This design comes from an exercise in tuning for small area on the open sky130 flow, not from production work.
Function was checked by simulation only, so behaviour that the tests miss may differ from the original.
Power and IR drop assume default switching activity.

$ cat flow/run.sh
#!/bin/bash
# synth_recipe.tcl (not shown) runs the flow's synth.tcl, then flattens the netlist and writes it again
# the make line also repeats each setting of config.mk as NAME=value (left out here)
make -C /OpenROAD-flow-scripts/flow DESIGN_CONFIG=/design/flow/config.mk WORK_HOME=/design/flow/orfs CLKGATE_MAP_FILE= SYNTH_SCRIPT=/design/flow/synth_recipe.tcl finish
$ cat flow/config.mk
export PLATFORM = sky130hd
export DESIGN_NAME = dianti_top
export DESIGN_NICKNAME = dianti_top
export VERILOG_FILES = /design/flow/design.v
export SDC_FILE = /design/flow/constraint.sdc
export NUM_CORES = 4
export LEC_CHECK = 0
export CAP_MARGIN = 20
export CORE_MARGIN = 2
export CORE_UTILIZATION = 40
export SLEW_MARGIN = 20
$ cat flow/constraint.sdc
create_clock -name core_clock -period 6.0 [get_ports {clk}]
set_input_delay 1.2000 -clock core_clock [delete_from_list [all_inputs] [get_ports {clk}]]
set_output_delay 1.2000 -clock core_clock [all_outputs]
set_load 0.01 [all_outputs]
$ cat flow/design.v
module dianti_top(
	input		clk,
	input		rst,
	input		kin1,
	input		kin2,
	input		kin3,
	input		kin4,
	input		kin1_up,
	input		kin2_up,
	input		kin2_down,
	input		kin3_up,
	input		kin3_down,
	input		kin4_down,
	output	[7:0]	led,
	output	reg [3:0]	pos,
	output	reg [7:0]	seg
	);
	wire [9:0] kin = {kin4_down,kin3_down,kin3_up,kin2_down,kin2_up,kin1_up,kin4,kin3,kin2,kin1};
	reg [9:0] s1, s2;
	always @(posedge clk or posedge rst)
		if (rst) s1 <= 10'd0; else s1 <= kin;
	always @(posedge clk) s2 <= s1;
	wire p1 = s1[0]^s2[0], p2 = s1[1]^s2[1], p3 = s1[2]^s2[2], p4 = s1[3]^s2[3];
	wire p1u = s1[4]^s2[4], p2u = s1[5]^s2[5], p2d = s1[6]^s2[6], p3u = s1[7]^s2[7];
	wire p3d = s2[8], p4d = s2[9];
	reg [4:0] st;
	localparam F1=0, F1_OPEN_UP=1, F1_READY_UP=2, F1_UP=3, F2=4, F2_OPEN_UP=5, F2_READY_UP=6,
		F2_OPEN_DOWN=7, F2_READY_DOWN=8, F2_UP=9, F2_DOWN=10, F3=11, F3_OPEN_UP=12, F3_READY_UP=13,
		F3_OPEN_DOWN=14, F3_READY_DOWN=15, F3_UP=16, F3_DOWN=17, F4=18, F4_OPEN_DOWN=19,
		F4_READY_DOWN=20, F4_DOWN=21;
	wire isOpen = st==F1_OPEN_UP || st==F2_OPEN_UP || st==F2_OPEN_DOWN || st==F3_OPEN_UP || st==F3_OPEN_DOWN || st==F4_OPEN_DOWN;
	wire isUp   = st==F1_UP || st==F2_UP || st==F3_UP;
	wire isDown = st==F2_DOWN || st==F3_DOWN || st==F4_DOWN;
	reg r1, r1u, r2, r2u, r2d, r3, r3u, r3d, r4, r4d;
	always @(posedge clk or posedge rst)
		if (rst) {r1, r1u, r2, r2u, r2d, r3, r3u, r3d, r4, r4d} <= 10'd0;
		else begin
			r1  <= p1  | (r1  & ~(st==F1_OPEN_UP));
			r1u <= p1u | (r1u & ~(st==F1_READY_UP));
			r2  <= p2  | (r2  & ~(st==F2_OPEN_UP || st==F2_OPEN_DOWN));
			r2u <= p2u | (r2u & ~(st==F2_READY_UP));
			r2d <= p2d | (r2d & ~(st==F2_READY_DOWN));
			r3  <= p3  | (r3  & ~(st==F3_OPEN_UP || st==F3_OPEN_DOWN));
			r3u <= p3u | (r3u & ~(st==F3_READY_UP));
			r3d <= p3d | (r3d & ~(st==F3_READY_DOWN));
			r4  <= p4  | (r4  & ~(st==F4_OPEN_DOWN));
			r4d <= p4d | (r4d & ~(st==F4_READY_DOWN));
		end
	wire q1 = r1 | r1u;
	wire q2 = r2 | r2u | r2d;
	wire q3 = r3 | r3u | r3d;
	wire q4 = r4 | r4d;
	reg [10:0] cnt;
	wire counting = isOpen | isUp | isDown;
	always @(posedge clk) cnt <= counting ? cnt + 11'd1 : 11'd73;
	wire openDone = &{cnt[10:7], cnt[5:4], cnt[2], cnt[0]};    
	wire moveDone = cnt[8] & cnt[2] & cnt[1] & cnt[0];           
	reg dir;	 
	always @(posedge clk) if (isUp) dir <= 1'b1; else if (isDown) dir <= 1'b0;
	always @(posedge clk or posedge rst)
		if (rst) st <= F1;
		else case (st)
			F1: if (q1) st <= F1_OPEN_UP; else if (q2 | q3 | q4) st <= F1_UP;
			F1_OPEN_UP: if (openDone) st <= F1_READY_UP;
			F1_READY_UP: if (q2 | q3 | q4) st <= F1_UP; else if (q1) st <= F1_OPEN_UP;
			F1_UP: if (moveDone) st <= F2;
			F2: if (dir) begin
					if (r2u | r2) st <= F2_OPEN_UP;
					else if (q3 | q4) st <= F2_UP;
					else if (r2d) st <= F2_OPEN_DOWN;
					else if (q1) st <= F2_DOWN;
				end else begin
					if (r2d | r2) st <= F2_OPEN_DOWN;
					else if (q1) st <= F2_DOWN;
					else if (r2u) st <= F2_OPEN_UP;
					else if (q3 | q4) st <= F2_UP;
				end
			F2_OPEN_UP: if (openDone) st <= F2_READY_UP;
			F2_READY_UP: if (q3 | q4) st <= F2_UP; else if (q1) st <= F2_DOWN; else if (r2u | r2) st <= F2_OPEN_UP;
			F2_OPEN_DOWN: if (openDone) st <= F2_READY_DOWN;
			F2_READY_DOWN: if (q1) st <= F2_DOWN; else if (q3 | q4) st <= F2_UP; else if (r2d | r2) st <= F2_OPEN_DOWN;
			F2_UP: if (moveDone) st <= F3;
			F2_DOWN: if (moveDone) st <= F1;
			F3: if (!dir) begin
					if (r3d | r3) st <= F3_OPEN_DOWN;
					else if (q1 | q2) st <= F3_DOWN;
					else if (r3u) st <= F3_OPEN_UP;
					else if (q4) st <= F3_UP;
				end else begin
					if (r3u | r3) st <= F3_OPEN_UP;
					else if (q4) st <= F3_UP;
					else if (r3d) st <= F3_OPEN_DOWN;
					else if (q1 | q2) st <= F3_DOWN;
				end
			F3_OPEN_UP: if (openDone) st <= F3_READY_UP;
			F3_READY_UP: if (q4) st <= F3_UP; else if (r3d) st <= F3_OPEN_DOWN; else if (q1 | q2) st <= F3_DOWN; else if (r3u | r3) st <= F3_OPEN_UP;
			F3_OPEN_DOWN: if (openDone) st <= F3_READY_DOWN;
			F3_READY_DOWN: if (q1 | q2) st <= F3_DOWN; else if (q4) st <= F3_UP; else if (r3d | r3) st <= F3_OPEN_DOWN;
			F3_UP: if (moveDone) st <= F4;
			F3_DOWN: if (moveDone) st <= F2;
			F4: if (q4) st <= F4_OPEN_DOWN; else if (q1 | q2 | q3) st <= F4_DOWN;
			F4_OPEN_DOWN: if (openDone) st <= F4_READY_DOWN;
			F4_READY_DOWN: if (q1 | q2 | q3) st <= F4_DOWN; else if (q4) st <= F4_OPEN_DOWN;
			F4_DOWN: if (moveDone) st <= F3;
			default: ;
		endcase
	reg [1:0] fl;
	always @(posedge clk or posedge rst)
		if (rst) fl <= 2'd0;
		else if (st==F1) fl <= 2'd0;
		else if (st==F2) fl <= 2'd1;
		else if (st==F3) fl <= 2'd2;
		else if (st==F4) fl <= 2'd3;
	reg lo, seen, dlo, dseen;
	always @(posedge clk) lo <= isOpen & ~cnt[10];
	always @(posedge clk or posedge rst)
		if (rst) seen <= 1'b0; else seen <= seen | isOpen;
	always @(posedge clk) begin dlo <= lo; dseen <= seen; end
	reg lu, ld;
	always @(posedge clk) begin lu <= isUp; ld <= isDown; end
	reg [1:0] rs;
	always @(posedge clk or posedge rst)
		if (rst) rs <= 2'd0; else rs <= lu ? 2'd1 : ld ? 2'd2 : 2'd3;
	reg la, ledr;
	reg [1:0] lf;
	always @(posedge clk or posedge rst)
		if (rst) la <= 1'b0;
		else if (!la) la <= p1 | p1u | p2 | p2u | p2d | p3 | p3u | p3d | p4 | p4d;
		else if (lf == fl) la <= 1'b0;
	always @(posedge clk)
		if (!la) lf <= (p4 | p4d) ? 2'd3 : (p1 | p1u) ? 2'd0 : (p3 | p3u | p3d) ? 2'd2 : 2'd1;
	always @(posedge clk or posedge rst)
		if (rst) ledr <= 1'b0; else ledr <= la;
	assign led = {8{ledr}};
	wire [3:0] dn = {dseen, dseen, dseen & ~dlo, dseen & dlo};
	wire [3:0] rn = {rs != 2'd0, rs == 2'd3, rs == 2'd1 || rs == 2'd2, rs == 2'd2};
	wire [3:0] fn = {1'b0, fl == 2'd3, fl[0] ^ fl[1], ~fl[0]} ;
	reg [3:0] dataP;
	always @(posedge clk or posedge rst)
		if (rst) begin pos <= 4'd0; dataP <= 4'd0; end
		else begin
			pos <= {pos[2:0], pos[3] | ~|pos};
			dataP <= (pos[3] | ~|pos) ? dn : pos[0] ? st[3:0] : pos[1] ? rn : fn;
		end
	always @(*)
		case (dataP)
			0: seg = 8'b0011_1111;
			1: seg = 8'b0000_0110;
			2: seg = 8'b0101_1011;
			3: seg = 8'b0100_1111;
			4: seg = 8'b0110_0110;
			5: seg = 8'b0110_1101;
			6: seg = 8'b0111_1101;
			7: seg = 8'b0000_0111;
			8: seg = 8'b0111_1111;
			9: seg = 8'b0110_1111;
			10: seg = 8'b0011_1110;
			11: seg = 8'b0101_1110;
			12: seg = 8'b0100_0000;
			13: seg = 8'b0111_0011;
			14: seg = 8'b0011_1001;
			default: seg = 8'b0000_1000;
		endcase
endmodule
==> notes.md <==
* Result of the run: finished clean
* Total area of multi-input combinational cells at 0.00180 mm²
* Endpoint kind of the worst setup timing path: output pin
* Drt drc at 0
* P per Cell Area at 435 mW/mm²
* Post-detailed-route via-to-cell ratio at 5.76
* Layout net count at 433
* Number of distinct library cells after synthesis at 66
* Number of top-level design ports at 32
* Leakage Power at 1.59 nW
* Number of instances on the worst hold path at 0
* CORE AREA at 0.00876 mm²
* Last weighted congestion value of the routability-driven placer at 0.947
* Die W at 99.5 µm
* Clock tree root driver cell: sky130_fd_sc_hd__clkbuf_8
* Port bufs at 30
* Signed area change from the synthesized netlist to the final layout at 12.2%
* Critical path required time at 4.80 ns
* Antenna violation net count after detailed routing at 0
* Wire length per cell after detailed routing at 15.5 µm
* First-pass GRT wire length at 13700 µm
* Iteration-0 DRC count of the detailed router at approximately 420
* Overall routing resource usage at ~17%
* DIE AREA at between 0.009 and 0.01 mm²
* Setup repair after global routing missed its margin: no
* Worst hold path endpoint: dlo
* Post-Place Setup Slack at 3.01 ns
* Highest attainable clock frequency at 0.298 GHz
* Maxcap violations at 0
* Worst hold-check path type: flop to flop
* Final Slew Violations at 0
* Diodes inserted at 0
* Leading register cell type out of synthesis: sky130_fd_sc_hd__dfrtp_1
* Count of warnings emitted by yosys at 1
* Antenna violations before repair at 0
* Clock Latency Late Sink at 0.34 ns
* Crit path setup slack, layout at 2.65 ns
* Share of final-layout standard cells stronger than drive strength 1 at 7.45%
* Number of CTS-inserted buffers at 9
* Std-Cell Rows at 34
* Depth of the CTS H-tree at 3
* Longest Clk Path Bufs at 2
* CP Depth at 6
* Worst-path cell chain: inv_1 -> ha_1 -> nand2b_1 -> o21ai_0 -> a21oi_1 -> clkdlybuf4s50_1
* Vias in the first global route at 2802
* Critical Path Source Type: flop
* Flops & latches, synth at 69
* Post-synthesis sequential area ratio at 43.9%
* CP top delay family: buffers and inverters
* CP max stage delay at 0.55 ns
* Net count after synthesis at 423
* Setup Fix Bufs, Post-CTS at 0
* Sequential standard cell area at 0.00160 mm²
* Sink count of the clock tree at 69
* Worst path buffer plus inverter count at 2
* # setup viols final at 0
* Class of the most critical setup path: flop to output pin
* Endpoint arrival time on the critical path at ~2.2 ns
* Critical path's slowest cell: sky130_fd_sc_hd__clkdlybuf4s50_1
* Filler Cells Inserted at 856
* Rel. slew slack at about two fifths
* Total overflow reported by the global router at 0
* Drt pass-1 iters at 6
* Quantity of hold-fixing buffers added after cts at 0
* Pin count of the biggest net entering global routing at 41
* Number of enable-type register cells in the synthesized netlist at 2
* Netlist Area Pre-Place at 0.00364 mm²
* Cells after synthesis at around 400
* Post-route clock period utilization at between 50% and 60%
* Register clock-pin slew on the reported worst setup and hold paths at 0.07 ns
* TritonCTS clock tree: yes
* Die Ht at 99.5 µm
* Largest vdd supply drop at 0.149 mV
* Endpoint of the most critical register-to-register path: st[2]
* Post-CTS Resized at 0
* Accumulated negative setup slack at 0 ns
* Vias post-DR at 3019
* Final min period at 3.35 ns
* Startpoint of the most critical hold path: lo
* Mapped Avg Cell Area at 9.09 µm²
* WL final at 8120 µm
* Worst r2r path cells at 6
* Effective utilization at floorplan at about two fifths
* Worst slew pin tran at 0.903 ns
* Worst-path fanout max at 6
* Final hold violations at 0
* Async set-reset flop share out of synthesis at approximately 58%
* Setup slack on the worst flop-to-flop path at approximately 3.2 ns
* Clock tree skew after final layout at 0.0113 ns
* RR Startpoint: st[1]
* Detailed Place HPWL at 5720 µm
## sequential cells by signal, summed over array words and instances (netlist names), 2 cells and up
register  count
dataP         4
rs            2
s1           10
pos           4
fl            2
lf            2
cnt          11
s2           10
st            5
## cells in the mapped netlist (3+ instances only)
| library cell | number | area (µm²) |
|---|---|---|
| sky130_fd_sc_hd__dfrtp_1 | 40 | 1000 |
| sky130_fd_sc_hd__xor2_1 | 12 | 105 |
| sky130_fd_sc_hd__xnor2_1 | 8 | 70.1 |
| sky130_fd_sc_hd__o21bai_1 | 3 | 22.5 |
| sky130_fd_sc_hd__o21ai_0 | 30 | 150 |
| sky130_fd_sc_hd__a21oi_1 | 23 | 115 |
| sky130_fd_sc_hd__nor3_1 | 10 | 50.1 |
| sky130_fd_sc_hd__clkbuf_1 | 14 | 52.6 |
| sky130_fd_sc_hd__o211ai_1 | 3 | 22.5 |
| sky130_fd_sc_hd__buf_2 | 7 | 35.0 |
| sky130_fd_sc_hd__inv_1 | 16 | 60.1 |
| sky130_fd_sc_hd__nor2b_1 | 6 | 37.5 |
| sky130_fd_sc_hd__and3_1 | 3 | 18.8 |
| sky130_fd_sc_hd__nand2_1 | 23 | 86.3 |
| sky130_fd_sc_hd__buf_4 | 9 | 67.6 |
| sky130_fd_sc_hd__ha_1 | 10 | 125 |
| sky130_fd_sc_hd__nor2_1 | 34 | 128 |
| sky130_fd_sc_hd__nand4_1 | 5 | 31.3 |
| sky130_fd_sc_hd__nand2b_1 | 12 | 75.1 |
| sky130_fd_sc_hd__a21o_1 | 6 | 45.0 |
| sky130_fd_sc_hd__o31ai_1 | 4 | 30.0 |
| sky130_fd_sc_hd__dfxtp_1 | 27 | 541 |
| sky130_fd_sc_hd__a31oi_1 | 7 | 43.8 |
| sky130_fd_sc_hd__nand3_1 | 16 | 80.1 |
| sky130_fd_sc_hd__mux2i_1 | 7 | 70.1 |
| sky130_fd_sc_hd__nand3b_1 | 3 | 22.5 |
| sky130_fd_sc_hd__nor4_1 | 4 | 25.0 |
| sky130_fd_sc_hd__or2_2 | 6 | 37.5 |
## power by group
part	total, mW	internal (mW)	switching [mW]
combinational	0.752	0.355	0.397
sequential	0.695	0.552	0.142
clock	0.332	0.160	0.171
total	1.78	1.07	0.710
## cell usage in the layout, fill, tap and decap left out, types with 4 or more instances in the layout
cell,n
sky130_fd_sc_hd__nand2b_1,12
sky130_fd_sc_hd__inv_1,15
sky130_fd_sc_hd__nand4_1,5
sky130_fd_sc_hd__o21ai_0,30
sky130_fd_sc_hd__nor4_1,4
sky130_fd_sc_hd__o31ai_1,4
sky130_fd_sc_hd__dfxtp_1,27
sky130_fd_sc_hd__a31oi_1,7
sky130_fd_sc_hd__mux2i_1,7
sky130_fd_sc_hd__clkdlybuf4s50_1,30
sky130_fd_sc_hd__a21o_1,6
sky130_fd_sc_hd__or2_2,6
sky130_fd_sc_hd__nor2b_1,6
sky130_fd_sc_hd__a21oi_1,23
sky130_fd_sc_hd__nor2_1,34
sky130_fd_sc_hd__clkbuf_8,10
sky130_fd_sc_hd__nor3_1,10
sky130_fd_sc_hd__dfrtp_1,40
sky130_fd_sc_hd__xnor2_1,8
sky130_fd_sc_hd__ha_1,10
sky130_fd_sc_hd__xor2_1,12
sky130_fd_sc_hd__nand3_1,16
sky130_fd_sc_hd__nand2_1,23
## metrics by stage
stage,instances,hold slack (ns),utilization [%],instance area (µm²),power [mW]
2_1_floorplan,401,0.310,-,3640,1.25
3_3_place_gp,508,0.313,44.7,3920,1.45
3_5_place_dp,508,0.316,44.7,3920,1.44
4_1_cts,524,0.332,46.7,4090,1.78
5_1_grt,524,0.356,46.7,4090,1.90
6_report,524,0.329,46.7,4090,1.78
## logic make-up after synthesis
kind of cell | share of synthesized area (%)
other cells | 0.103
compound gates | 18.5
fa+ha+maj | 3.43
simple gates | 19.6
xor+xnor | 4.81
flops | 43.9
buf+inv | 6.63
mux | 3.06
## routing by layer
layer  global-route usage (%)  vias to the layer above  share of wire [%]
met5                        0                        -                  0
li1                         -                     1435                  -
met1                     22.8                     1418                 44
met4                     8.43                        0                3.1
met3                     4.01                       30                6.8
met2                     27.4                      136                 47
## worst register-to-register path, cell delays in order (launching register included)
cell                        delay, ns
sky130_fd_sc_hd__dfrtp_1         0.94
sky130_fd_sc_hd__xnor2_1         0.20
sky130_fd_sc_hd__mux2i_1         0.09
sky130_fd_sc_hd__a2111oi_0       0.46
sky130_fd_sc_hd__o311a_1         0.25
sky130_fd_sc_hd__o2111a_1        0.38
sky130_fd_sc_hd__mux2_4          0.33
## layout make-up
| cell class | count | area share [%] |
|---|---|---|
| clock buffer | 12 | 3.55 |
| sequential | 69 | 39.2 |
| tap | 108 | 3.30 |
| multi-input combinational | 281 | 44.1 |
| clock inverter | 4 | 0.581 |
| timing repair buffer | 32 | 7.71 |
| inverter | 18 | 1.65 |
## worst max path at each step
stage	from	end	slack [ns]
final	dataP[1]	seg[0]	2.65
after global placement	dataP[1]	seg[0]	3.07
after floorplan	dataP[3]	seg[5]	3.55
after CTS	dataP[1]	seg[0]	2.63
after global routing	dataP[1]	seg[0]	2.40
after detailed placement	dataP[1]	seg[0]	3.01

what the ideal ports hide:
The flow's constraints put no driver on any port. The routed layout listed below was extracted and timed again, unchanged, in two steps.
Step 1 assumes that a clkbuf_16 drives the clock port and a buf_2 every other input.
Step 2 also shifts input and output timing later by t, the mid clock arrival at the registers, as if the neighbouring blocks saw the same clock.
Slacks: ideal / step 1 / step 2; pairs: ideal / step 1.
t, ns: 0.371
setup slack, ns: 2.649 / 2.614 / 2.985
worst hold slack (ns): 0.329 / 0.329 / 0.329
latest minus earliest clock arrival (ns): 0.011 / 0.011
After both steps this run still meets setup and hold. For this run, drivers alone change the setup slack by -0.035 ns; drivers and shift together by +0.336 ns.
